This is an optimization exercise on Yosys and OpenROAD, whose aim is small area and a short achievable clock period, not a production implementation. RTL that was checked went through simulation tests only; none was proved equivalent to the original. The flow treats the clock pin as an ideal source, which a real chip does not have.

yarrow:
==> flow/design.v (excerpt) <==
module DaddaKS_16bitMAC(
    input [15:0] a,
    input [15:0] b,
    input clk,
    input rst,
    input cin,
    output reg [31:0] out,
    output cout
);
wire pp_0_0;
wire pp_0_1;
wire pp_0_2;
wire pp_0_3;
wire pp_0_4;
wire pp_0_5;
wire pp_0_6;
wire pp_0_7;
wire pp_0_8;
wire pp_0_9;
wire pp_0_10;
wire pp_0_11;
wire pp_0_12;
wire pp_0_13;
wire pp_0_14;
wire pp_0_15;
wire pp_1_0;
wire pp_1_1;
wire pp_1_2;
wire pp_1_3;
wire pp_1_4;
wire pp_1_5;
wire pp_1_6;
wire pp_1_7;
wire pp_1_8;
wire pp_1_9;
wire pp_1_10;
wire pp_1_11;
wire pp_1_12;
wire pp_1_13;
wire pp_1_14;
wire pp_1_15;
wire pp_2_0;
wire pp_2_1;
wire pp_2_2;
wire pp_2_3;
wire pp_2_4;
wire pp_2_5;
wire pp_2_6;
wire pp_2_7;
wire pp_2_8;
wire pp_2_9;
wire pp_2_10;
wire pp_2_11;
wire pp_2_12;
wire pp_2_13;
wire pp_2_14;
wire pp_2_15;
wire pp_3_0;
wire pp_3_1;
wire pp_3_2;
wire pp_3_3;
wire pp_3_4;
wire pp_3_5;
wire pp_3_6;
wire pp_3_7;
wire pp_3_8;
wire pp_3_9;
wire pp_3_10;
wire pp_3_11;
wire pp_3_12;
wire pp_3_13;
wire pp_3_14;
wire pp_3_15;
wire pp_4_0;
wire pp_4_1;
wire pp_4_2;
wire pp_4_3;
wire pp_4_4;
wire pp_4_5;
wire pp_4_6;
wire pp_4_7;
wire pp_4_8;
wire pp_4_9;
wire pp_4_10;
wire pp_4_11;
wire pp_4_12;
wire pp_4_13;
wire pp_4_14;
wire pp_4_15;
wire pp_5_0;
wire pp_5_1;
wire pp_5_2;
wire pp_5_3;
wire pp_5_4;
wire pp_5_5;
wire pp_5_6;
wire pp_5_7;
wire pp_5_8;
wire pp_5_9;
wire pp_5_10;
wire pp_5_11;
wire pp_5_12;
wire pp_5_13;
wire pp_5_14;
wire pp_5_15;
wire pp_6_0;
wire pp_6_1;
wire pp_6_2;
wire pp_6_3;
wire pp_6_4;
wire pp_6_5;
wire pp_6_6;
  ...
export LEC_CHECK = 0
export CAP_MARGIN = 20
export CORE_MARGIN = 2
export CORE_UTILIZATION = 40
export SETUP_SLACK_MARGIN = 5
export SLEW_MARGIN = 20
export SYNTH_HIERARCHICAL = 1
create_clock -name core_clock -period 17.0 [get_ports {clk}]
standard.sh (not shown) runs the stock make flow with config.mk's settings and CLKGATE_MAP_FILE= SYNTH_SCRIPT=/design/flow/synth_recipe.tcl, a recipe that flattens the netlist after the stock synthesis.
==> flow/flow/run.sh <==
#!/bin/bash
# The standard layout (the standard.sh) with these ORFS settings on top of config.mk's:
#   'BUFFER_PORTS_ARGS=-buffer_cell sky130_fd_sc_hd__buf_1'
# and one extra step after global placement: downsize.tcl gives every cell the smallest
# drive strength that keeps the worst setup slack (area recovery; synthesis maps the
# one-gate modules to needlessly large cells).  Each tool's output is in its own log.
set -euo pipefail
bash standard.sh 'BUFFER_PORTS_ARGS=-buffer_cell sky130_fd_sc_hd__buf_1' place > standard_place.log 2>&1
R=$PWD/orfs/results/sky130hd/DaddaKS_16bitMAC/base
DS_ODB=$R/3_place.odb DS_SDC=$R/3_place.sdc DS_TARGET=5.3 \
  DS_LIB=$FLOW_HOME/platforms/sky130hd/lib/sky130_fd_sc_hd__tt_025C_1v80.lib \
  DS_PLATFORM_DIR=$FLOW_HOME/platforms/sky130hd \
  openroad -no_init -exit flow/downsize.tcl > downsize.log 2>&1
bash standard.sh 'BUFFER_PORTS_ARGS=-buffer_cell sky130_fd_sc_hd__buf_1' finish > standard_finish.log 2>&1
==> flow/flow/downsize.tcl <==
# Area recovery: give each cell the smallest drive strength of its kind that keeps the
# design's worst setup slack at least DS_TARGET (or the slack it had, if that is lower).
# Reads and rewrites the ODB given in DS_ODB; DS_SDC is its SDC.
read_db $::env(DS_ODB)
read_liberty $::env(DS_LIB)
read_sdc $::env(DS_SDC)
source $::env(DS_PLATFORM_DIR)/setRC.tcl
estimate_parasitics -placement
set wns0 [sta::worst_slack -max]
set target [expr {min($wns0, $::env(DS_TARGET))}]
puts "downsize: worst slack $wns0, target $target"
set area0 0.0
set saved 0.0
set n 0
set insts [get_cells *]
foreach inst $insts {
  set m [get_property $inst ref_name]
  if {![regexp {^(sky130_fd_sc_hd__[a-z0-9]+)_([0-9]+)$} $m -> base size]} { continue }
  if {[string match *df* $base] || [string match *tap* $base] || [string match *conb* $base]} { continue }
  set cands {}
  foreach lc [get_lib_cells */${base}_*] {
    set nm [get_property $lc name]
    if {[regexp "^${base}_(\[0-9\]+)\$" $nm -> s2] && $s2 < $size} { lappend cands [list $s2 $nm] }
  }
  if {![llength $cands]} { continue }
  set cands [lsort -integer -index 0 $cands]
  foreach c $cands {
    set nm [lindex $c 1]
    replace_cell $inst $nm
    if {[sta::worst_slack -max] >= $target} {
      incr n
      puts "downsize: [get_full_name $inst] $m -> $nm"
      break
    }
    replace_cell $inst $m
  }
}
puts "downsize: resized $n cells, worst slack now [sta::worst_slack -max]"
report_design_area
write_db $::env(DS_ODB)
yarrow went all the way through synthesis, placement and routing and the layout is clean on timing, DRC and antenna.
diff inputs: yarrow => juniper
==> flow/flow/run.sh <==
#!/bin/bash
# The standard layout (the standard.sh) with these ORFS settings on top of config.mk's:
#   'BUFFER_PORTS_ARGS=-buffer_cell sky130_fd_sc_hd__buf_1'
# and an extra step after global placement and after CTS: downsize.tcl gives every cell the
# smallest drive strength that keeps the worst setup slack (area recovery).
# Each tool's output is in its own log.
set -euo pipefail
R=$PWD/orfs/results/sky130hd/DaddaKS_16bitMAC/base
downsize() {
  DS_ODB=$R/$1.odb DS_SDC=$R/$1.sdc DS_TARGET=5.3 DS_PROP=$2 \
    DS_LIB=$FLOW_HOME/platforms/sky130hd/lib/sky130_fd_sc_hd__tt_025C_1v80.lib \
    DS_PLATFORM_DIR=$FLOW_HOME/platforms/sky130hd \
    openroad -no_init -exit flow/downsize.tcl > downsize_$1.log 2>&1
}
bash standard.sh 'BUFFER_PORTS_ARGS=-buffer_cell sky130_fd_sc_hd__buf_1' place > standard_place.log 2>&1
downsize 3_place 0
bash standard.sh 'BUFFER_PORTS_ARGS=-buffer_cell sky130_fd_sc_hd__buf_1' cts > standard_cts.log 2>&1
downsize 4_cts 1
bash standard.sh 'BUFFER_PORTS_ARGS=-buffer_cell sky130_fd_sc_hd__buf_1' finish > standard_finish.log 2>&1
-- flow/flow/downsize.tcl --
<<< yarrow, line 7
source $::env(DS_PLATFORM_DIR)/setRC.tcl
estimate_parasitics -placement
>>> juniper, line 7
source $::env(DS_PLATFORM_DIR)/setRC.tcl
if {[info exists ::env(DS_PROP)] && $::env(DS_PROP)} { set_propagated_clock [all_clocks] }
estimate_parasitics -placement
<<< yarrow, line 18
  if {![regexp {^(sky130_fd_sc_hd__[a-z0-9]+)_([0-9]+)$} $m -> base size]} { continue }
  if {[string match *df* $base] || [string match *tap* $base] || [string match *conb* $base]} { continue }
  set cands {}
>>> juniper, line 19
  if {![regexp {^(sky130_fd_sc_hd__[a-z0-9]+)_([0-9]+)$} $m -> base size]} { continue }
  if {[string match *df* $base] || [string match *tap* $base] || [string match *conb* $base] || [string match *clkbuf* $base]} { continue }
  set cands {}
## What came out
- Looking at yarrow and juniper, the total wire length is a wash.
- Run comparison: yarrow worst setup path startpoint a[15]; juniper worst setup path startpoint a[12]
- Portion of the clock cycle consumed by the worst path in the final layout delta (yarrow -> juniper): insignificant
- Wire length on met3 (yarrow / juniper): 0.900
- Global router's overall resource usage delta (yarrow -> juniper): insignificant
The inputs of willow differ from those of juniper as listed below.
Settings: setting CTS_CLUSTER_DIAMETER to 200 for the first time; setting CTS_CLUSTER_SIZE to 32 for the first time; setting CTS_BUF_LIST to sky130_fd_sc_hd__clkbuf_8 for the first time.
==> flow/flow/run.sh <==
#!/bin/bash
# The standard layout (the standard.sh) with these ORFS settings on top of config.mk's:
#   'BUFFER_PORTS_ARGS=-buffer_cell sky130_fd_sc_hd__buf_1'
# and one extra step after global placement: downsize.tcl gives every cell the smallest
# drive strength that keeps the worst setup slack (area recovery; synthesis maps the
# one-gate modules to needlessly large cells).  Each tool's output is in its own log.
set -euo pipefail
bash standard.sh 'BUFFER_PORTS_ARGS=-buffer_cell sky130_fd_sc_hd__buf_1' place > standard_place.log 2>&1
R=$PWD/orfs/results/sky130hd/DaddaKS_16bitMAC/base
DS_ODB=$R/3_place.odb DS_SDC=$R/3_place.sdc DS_TARGET=5.3 \
  DS_LIB=$FLOW_HOME/platforms/sky130hd/lib/sky130_fd_sc_hd__tt_025C_1v80.lib \
  DS_PLATFORM_DIR=$FLOW_HOME/platforms/sky130hd \
  openroad -no_init -exit flow/downsize.tcl > downsize.log 2>&1
bash standard.sh 'BUFFER_PORTS_ARGS=-buffer_cell sky130_fd_sc_hd__buf_1' finish > standard_finish.log 2>&1
willow against juniper: global routing met3 resource utilization has remained practically unchanged; cell area shows a reduction of 60 µm².
willow packs its core looser than juniper.
Of juniper and willow, the run reporting the lower number of clock-tree buffers in the layout was willow.
a[15] as the worst setup path startpoint was reported by willow, and a[12] by juniper.
juniper and willow ended up with roughly the same sequential share of layout area.
Worst slew margin relative to its limit ends up higher on willow.
> inputs changed (willow -> garnet)
Settings: CTS_BUF_LIST: sky130_fd_sc_hd__clkbuf_8 -> sky130_fd_sc_hd__clkbuf_4 sky130_fd_sc_hd__clkbuf_8; CTS_CLUSTER_SIZE: 32 -> 16; CTS_CLUSTER_DIAMETER: 200 -> unset.
### Flow results
The worst hold margin was comparable across willow and garnet.
garnet -> willow: critical path depth flat
On core utilization of the finished layout, garnet tracks willow almost exactly.
Between willow and garnet, the difference in cell area after layout is negligible.
For wire length, garnet and willow come out practically identical.
Setup changes, garnet to fjord
Settings: swapping sky130_fd_sc_hd__clkbuf_4 sky130_fd_sc_hd__clkbuf_8 for sky130_fd_sc_hd__clkbuf_8 in CTS_BUF_LIST; clearing CTS_CLUSTER_SIZE, which used to be 16.
Findings:
- garnet and fjord ended up with nearly the same post-detailed-routing wire length.
- Looking at garnet and fjord, the setup slack of the worst register-to-register path is a wash.

---

DaddaKS_16bitMAC, a different RTL version from the one above (not shown whole).
For scale: about 820 cells after synthesis, ~32 flip-flops, ~68 I/O pins, roughly 8600 um^2 of cells after synthesis.
## DaddaKS_16bitMAC
module DaddaKS_16bitMAC(
    input [15:0] a,
    input [15:0] b,
    input clk,
    input rst,
    input cin,
    output reg [31:0] out,
    output cout
);
wire pp_0_0;
wire pp_0_1;
wire pp_0_2;
wire pp_0_3;
wire pp_0_4;
wire pp_0_5;
wire pp_0_6;
wire pp_0_7;
wire pp_0_8;
wire pp_0_9;
wire pp_0_10;
wire pp_0_11;
wire pp_0_12;
wire pp_0_13;
wire pp_0_14;
wire pp_0_15;
wire pp_1_0;
wire pp_1_1;
wire pp_1_2;
wire pp_1_3;
wire pp_1_4;
wire pp_1_5;
wire pp_1_6;
wire pp_1_7;
wire pp_1_8;
wire pp_1_9;
wire pp_1_10;
wire pp_1_11;
wire pp_1_12;
wire pp_1_13;
wire pp_1_14;
wire pp_1_15;
wire pp_2_0;
wire pp_2_1;
wire pp_2_2;
wire pp_2_3;
wire pp_2_4;
wire pp_2_5;
wire pp_2_6;
wire pp_2_7;
wire pp_2_8;
wire pp_2_9;
wire pp_2_10;
wire pp_2_11;
wire pp_2_12;
wire pp_2_13;
wire pp_2_14;
wire pp_2_15;
wire pp_3_0;
wire pp_3_1;
wire pp_3_2;
wire pp_3_3;
wire pp_3_4;
wire pp_3_5;
wire pp_3_6;
wire pp_3_7;
wire pp_3_8;
wire pp_3_9;
wire pp_3_10;
wire pp_3_11;
wire pp_3_12;
wire pp_3_13;
wire pp_3_14;
wire pp_3_15;
wire pp_4_0;
wire pp_4_1;
wire pp_4_2;
wire pp_4_3;
wire pp_4_4;
wire pp_4_5;
wire pp_4_6;
wire pp_4_7;
wire pp_4_8;
wire pp_4_9;
wire pp_4_10;
wire pp_4_11;
wire pp_4_12;
wire pp_4_13;
wire pp_4_14;
wire pp_4_15;
wire pp_5_0;
wire pp_5_1;
wire pp_5_2;
wire pp_5_3;
wire pp_5_4;
wire pp_5_5;
wire pp_5_6;
wire pp_5_7;
wire pp_5_8;
wire pp_5_9;
wire pp_5_10;
wire pp_5_11;
wire pp_5_12;
wire pp_5_13;
wire pp_5_14;
wire pp_5_15;
wire pp_6_0;
wire pp_6_1;
wire pp_6_2;
wire pp_6_3;
wire pp_6_4;
wire pp_6_5;
wire pp_6_6;
wire pp_6_7;
wire pp_6_8;
wire pp_6_9;
wire pp_6_10;
  ...
clock: 17.0 ns
lec_check: 0
cap_margin: 20
core_margin: 2
core_utilization: 40
cts_buf_list: sky130_fd_sc_hd__clkbuf_8
setup_slack_margin: 5
slew_margin: 20
synth_hierarchical: 1
==> flow/flow/run.sh <==
#!/bin/bash
# The standard layout (the standard.sh) with these ORFS settings on top of config.mk's:
#   SETUP_SLACK_MARGIN=6 'BUFFER_PORTS_ARGS=-buffer_cell sky130_fd_sc_hd__buf_1'
# and one extra step after global placement: downsize.tcl gives every cell the smallest
# drive strength that keeps the worst setup slack (area recovery; synthesis maps the
# one-gate modules to needlessly large cells).  Each tool's output is in its own log.
set -euo pipefail
bash standard.sh SETUP_SLACK_MARGIN=6 'BUFFER_PORTS_ARGS=-buffer_cell sky130_fd_sc_hd__buf_1' place > standard_place.log 2>&1
R=$PWD/orfs/results/sky130hd/DaddaKS_16bitMAC/base
DS_ODB=$R/3_place.odb DS_SDC=$R/3_place.sdc DS_TARGET=6.3 \
  DS_LIB=$FLOW_HOME/platforms/sky130hd/lib/sky130_fd_sc_hd__tt_025C_1v80.lib \
  DS_PLATFORM_DIR=$FLOW_HOME/platforms/sky130hd \
  openroad -no_init -exit flow/downsize.tcl > downsize.log 2>&1
bash standard.sh SETUP_SLACK_MARGIN=6 'BUFFER_PORTS_ARGS=-buffer_cell sky130_fd_sc_hd__buf_1' finish > standard_finish.log 2>&1
==> flow/flow/downsize.tcl <==
# Area recovery: give each cell the smallest drive strength of its kind that keeps the
# design's worst setup slack at least DS_TARGET (or the slack it had, if that is lower).
# Reads and rewrites the ODB given in DS_ODB; DS_SDC is its SDC.
read_db $::env(DS_ODB)
read_liberty $::env(DS_LIB)
read_sdc $::env(DS_SDC)
source $::env(DS_PLATFORM_DIR)/setRC.tcl
if {[info exists ::env(DS_PROP)] && $::env(DS_PROP)} { set_propagated_clock [all_clocks] }
estimate_parasitics -placement
set wns0 [sta::worst_slack -max]
set target [expr {min($wns0, $::env(DS_TARGET))}]
puts "downsize: worst slack $wns0, target $target"
set area0 0.0
set saved 0.0
set n 0
set insts [get_cells *]
foreach inst $insts {
  set m [get_property $inst ref_name]
  if {![regexp {^(sky130_fd_sc_hd__[a-z0-9]+)_([0-9]+)$} $m -> base size]} { continue }
  if {[string match *df* $base] || [string match *tap* $base] || [string match *conb* $base] || [string match *clkbuf* $base]} { continue }
  set cands {}
  foreach lc [get_lib_cells */${base}_*] {
    set nm [get_property $lc name]
    if {[regexp "^${base}_(\[0-9\]+)\$" $nm -> s2] && $s2 < $size} { lappend cands [list $s2 $nm] }
  }
  if {![llength $cands]} { continue }
  set cands [lsort -integer -index 0 $cands]
  foreach c $cands {
    set nm [lindex $c 1]
    replace_cell $inst $nm
    if {[sta::worst_slack -max] >= $target} {
      incr n
      puts "downsize: [get_full_name $inst] $m -> $nm"
      break
    }
    replace_cell $inst $m
  }
}
puts "downsize: resized $n cells, worst slack now [sta::worst_slack -max]"
report_design_area
write_db $::env(DS_ODB)
The first run finished with timing, DRC and antenna clean.
Edit:
==> flow/flow/run.sh (replaced) <==
#!/bin/bash
# The standard layout (the standard.sh) with these ORFS settings on top of config.mk's:
#   'BUFFER_PORTS_ARGS=-buffer_cell sky130_fd_sc_hd__buf_1'
# and one extra step after global placement: downsize.tcl gives every cell the smallest
# drive strength that keeps the worst setup slack (area recovery; synthesis maps the
# one-gate modules to needlessly large cells).  Each tool's output is in its own log.
set -euo pipefail
bash standard.sh 'BUFFER_PORTS_ARGS=-buffer_cell sky130_fd_sc_hd__buf_1' place > standard_place.log 2>&1
R=$PWD/orfs/results/sky130hd/DaddaKS_16bitMAC/base
DS_ODB=$R/3_place.odb DS_SDC=$R/3_place.sdc DS_TARGET=5.3 \
  DS_LIB=$FLOW_HOME/platforms/sky130hd/lib/sky130_fd_sc_hd__tt_025C_1v80.lib \
  DS_PLATFORM_DIR=$FLOW_HOME/platforms/sky130hd \
  openroad -no_init -exit flow/downsize.tcl > downsize.log 2>&1
bash standard.sh 'BUFFER_PORTS_ARGS=-buffer_cell sky130_fd_sc_hd__buf_1' finish > standard_finish.log 2>&1
Outcome: Utilization came out lower by 2.0 points. Hold slack gains 0.015 ns. Final cell count went down by 0.88%. Worst setup slack is worse by 0.67 ns. Global-route usage falls by 0.93 points. Register-to-register slack improved by 0.23 ns. Clock skew came out lower by 0.0039 ns. Critical path depth increases by 1.
Edit:
==> flow/flow/run.sh (replaced) <==
#!/bin/bash
# The standard layout (the standard.sh) with these ORFS settings on top of config.mk's:
#   SETUP_SLACK_MARGIN=7 'BUFFER_PORTS_ARGS=-buffer_cell sky130_fd_sc_hd__buf_1' 'CTS_ARGS=-sink_clustering_enable -repair_clock_nets -buf_list sky130_fd_sc_hd__clkbuf_8 -dont_use_dummy_load'
# and one extra step after global placement: downsize.tcl gives every cell the smallest
# drive strength that keeps the worst setup slack (area recovery; synthesis maps the
# one-gate modules to needlessly large cells).  Each tool's output is in its own log.
set -euo pipefail
bash standard.sh SETUP_SLACK_MARGIN=7 'BUFFER_PORTS_ARGS=-buffer_cell sky130_fd_sc_hd__buf_1' 'CTS_ARGS=-sink_clustering_enable -repair_clock_nets -buf_list sky130_fd_sc_hd__clkbuf_8 -dont_use_dummy_load' place > standard_place.log 2>&1
R=$PWD/orfs/results/sky130hd/DaddaKS_16bitMAC/base
DS_ODB=$R/3_place.odb DS_SDC=$R/3_place.sdc DS_TARGET=7.3 \
  DS_LIB=$FLOW_HOME/platforms/sky130hd/lib/sky130_fd_sc_hd__tt_025C_1v80.lib \
  DS_PLATFORM_DIR=$FLOW_HOME/platforms/sky130hd \
  openroad -no_init -exit flow/downsize.tcl > downsize.log 2>&1
bash standard.sh SETUP_SLACK_MARGIN=7 'BUFFER_PORTS_ARGS=-buffer_cell sky130_fd_sc_hd__buf_1' 'CTS_ARGS=-sink_clustering_enable -repair_clock_nets -buf_list sky130_fd_sc_hd__clkbuf_8 -dont_use_dummy_load' finish > standard_finish.log 2>&1
Outcome: The new run finished clean; design area went up by a few percent; clock skew went down by 0.0098 ns; non-clock buffer count went up by 9; global-route usage went up by 0.71 points; maximum frequency went up by a few percent; utilization went up by 1.7 points; via count hardly moves; synthesized area is unchanged.
Edit:
==> flow/flow/run.sh (replaced) <==
#!/bin/bash
# The standard layout (the standard.sh) with these ORFS settings on top of config.mk's:
#   SETUP_SLACK_MARGIN=6 'BUFFER_PORTS_ARGS=-buffer_cell sky130_fd_sc_hd__buf_1' 'CTS_ARGS=-sink_clustering_enable -repair_clock_nets -buf_list sky130_fd_sc_hd__clkbuf_8 -dont_use_dummy_load'
# and one extra step after global placement: downsize.tcl gives every cell the smallest
# drive strength that keeps the worst setup slack (area recovery; synthesis maps the
# one-gate modules to needlessly large cells).  Each tool's output is in its own log.
set -euo pipefail
bash standard.sh SETUP_SLACK_MARGIN=6 'BUFFER_PORTS_ARGS=-buffer_cell sky130_fd_sc_hd__buf_1' 'CTS_ARGS=-sink_clustering_enable -repair_clock_nets -buf_list sky130_fd_sc_hd__clkbuf_8 -dont_use_dummy_load' place > standard_place.log 2>&1
R=$PWD/orfs/results/sky130hd/DaddaKS_16bitMAC/base
DS_ODB=$R/3_place.odb DS_SDC=$R/3_place.sdc DS_TARGET=6.3 \
  DS_LIB=$FLOW_HOME/platforms/sky130hd/lib/sky130_fd_sc_hd__tt_025C_1v80.lib \
  DS_PLATFORM_DIR=$FLOW_HOME/platforms/sky130hd \
  openroad -no_init -exit flow/downsize.tcl > downsize.log 2>&1
bash standard.sh SETUP_SLACK_MARGIN=6 'BUFFER_PORTS_ARGS=-buffer_cell sky130_fd_sc_hd__buf_1' 'CTS_ARGS=-sink_clustering_enable -repair_clock_nets -buf_list sky130_fd_sc_hd__clkbuf_8 -dont_use_dummy_load' finish > standard_finish.log 2>&1
The new run finished clean.
Core utilization stays flat.
Maximum frequency hardly moves.
Register-to-register slack gets worse by 0.24 ns.
Sequential cell count stays the same.
Sequential share of layout area hardly moves.
Cell count hardly moves.
Clock-buffer cell count is unchanged.
Edit:
==> flow/flow/run.sh (replaced) <==
#!/bin/bash
# The standard layout (the standard.sh) with these ORFS settings on top of config.mk's:
#   SETUP_SLACK_MARGIN=6 'BUFFER_PORTS_ARGS=-buffer_cell sky130_fd_sc_hd__buf_1' 'CTS_ARGS=-repair_clock_nets -buf_list sky130_fd_sc_hd__clkbuf_8 -root_buf sky130_fd_sc_hd__clkbuf_8 -dont_use_dummy_load'
# and one extra step after global placement: downsize.tcl gives every cell the smallest
# drive strength that keeps the worst setup slack (area recovery; synthesis maps the
# one-gate modules to needlessly large cells).  Each tool's output is in its own log.
set -euo pipefail
bash standard.sh SETUP_SLACK_MARGIN=6 'BUFFER_PORTS_ARGS=-buffer_cell sky130_fd_sc_hd__buf_1' 'CTS_ARGS=-repair_clock_nets -buf_list sky130_fd_sc_hd__clkbuf_8 -root_buf sky130_fd_sc_hd__clkbuf_8 -dont_use_dummy_load' place > standard_place.log 2>&1
R=$PWD/orfs/results/sky130hd/DaddaKS_16bitMAC/base
DS_ODB=$R/3_place.odb DS_SDC=$R/3_place.sdc DS_TARGET=6.3 \
  DS_LIB=$FLOW_HOME/platforms/sky130hd/lib/sky130_fd_sc_hd__tt_025C_1v80.lib \
  DS_PLATFORM_DIR=$FLOW_HOME/platforms/sky130hd \
  openroad -no_init -exit flow/downsize.tcl > downsize.log 2>&1
bash standard.sh SETUP_SLACK_MARGIN=6 'BUFFER_PORTS_ARGS=-buffer_cell sky130_fd_sc_hd__buf_1' 'CTS_ARGS=-repair_clock_nets -buf_list sky130_fd_sc_hd__clkbuf_8 -root_buf sky130_fd_sc_hd__clkbuf_8 -dont_use_dummy_load' finish > standard_finish.log 2>&1
Outcome: Clock-buffer cell count stays the same. Sequential share of layout area stays the same. Sequential cell count is unchanged. Setup slack does not change. Utilization is unchanged. First-iteration DRC count does not change. Via count stays the same. Cell count does not change.
Function was not checked in any run of this note: the RTL went through the layout flow alone.

-- static timing again, ports no longer ideal --
The flow's constraints put no driver on any port. The routed layouts listed below were extracted and timed again, unchanged, in two steps. Step 1 (the two cells are an assumption about what drives the block):
set clk [get_ports {clk}]
set_driving_cell -lib_cell sky130_fd_sc_hd__clkbuf_16 $clk
set_driving_cell -lib_cell sky130_fd_sc_hd__buf_2 [delete_from_list [all_inputs] $clk]
Step 2 times the ports against the registers' clock, not the clock port: input delays grow and output delays shrink by t, the midpoint of the rising clock arrivals with the driver on. a / b / c = ideal ports / drivers / drivers and shift; a / b = the first two.
| run | shift t [ns] | setup WS [ns] | worst setup path at the end | clock arrival spread, ns | pins driven straight from the clock port |
|---|---|---|---|---|---|
| yarrow | 0.333 | 5.310 / 5.281 / 5.281 | input to output | 0.005 / 0.004 | 1 |
| juniper | 0.334 | 5.304 / 5.277 / 5.277 | input to output | 0.005 / 0.004 | 1 |
| willow | 0.356 | 5.304 / 5.275 / 5.275 | input to output | 0.007 / 0.007 | 1 |
| garnet | 0.356 | 5.298 / 5.270 / 5.270 | input to output | 0.006 / 0.006 | 1 |
| fjord | 0.356 | 5.304 / 5.275 / 5.275 | input to output | 0.007 / 0.007 | 1 |
| the first run of note 2 | 0.360 | 5.945 / 5.909 / 5.909 | input to output | 0.020 / 0.021 | 1 |
| the second run of note 2 | 0.361 | 5.278 / 5.256 / 5.256 | input to output | 0.017 / 0.016 | 1 |
| the third run of note 2 | 0.353 | 5.950 / 5.892 / 5.892 | input to output | 0.007 / 0.006 | 1 |
| the fourth run of note 2 | 0.352 | 5.950 / 5.903 / 5.903 | input to output | 0.022 / 0.022 | 1 |
| the fifth run of note 2 | 0.352 | 5.950 / 5.903 / 5.903 | input to output | 0.022 / 0.022 | 1 |
After both steps every run listed still meets setup and hold. For the third run of note 2, which loses most, drivers alone change the setup slack by -0.058 ns; drivers and shift together by -0.058 ns.
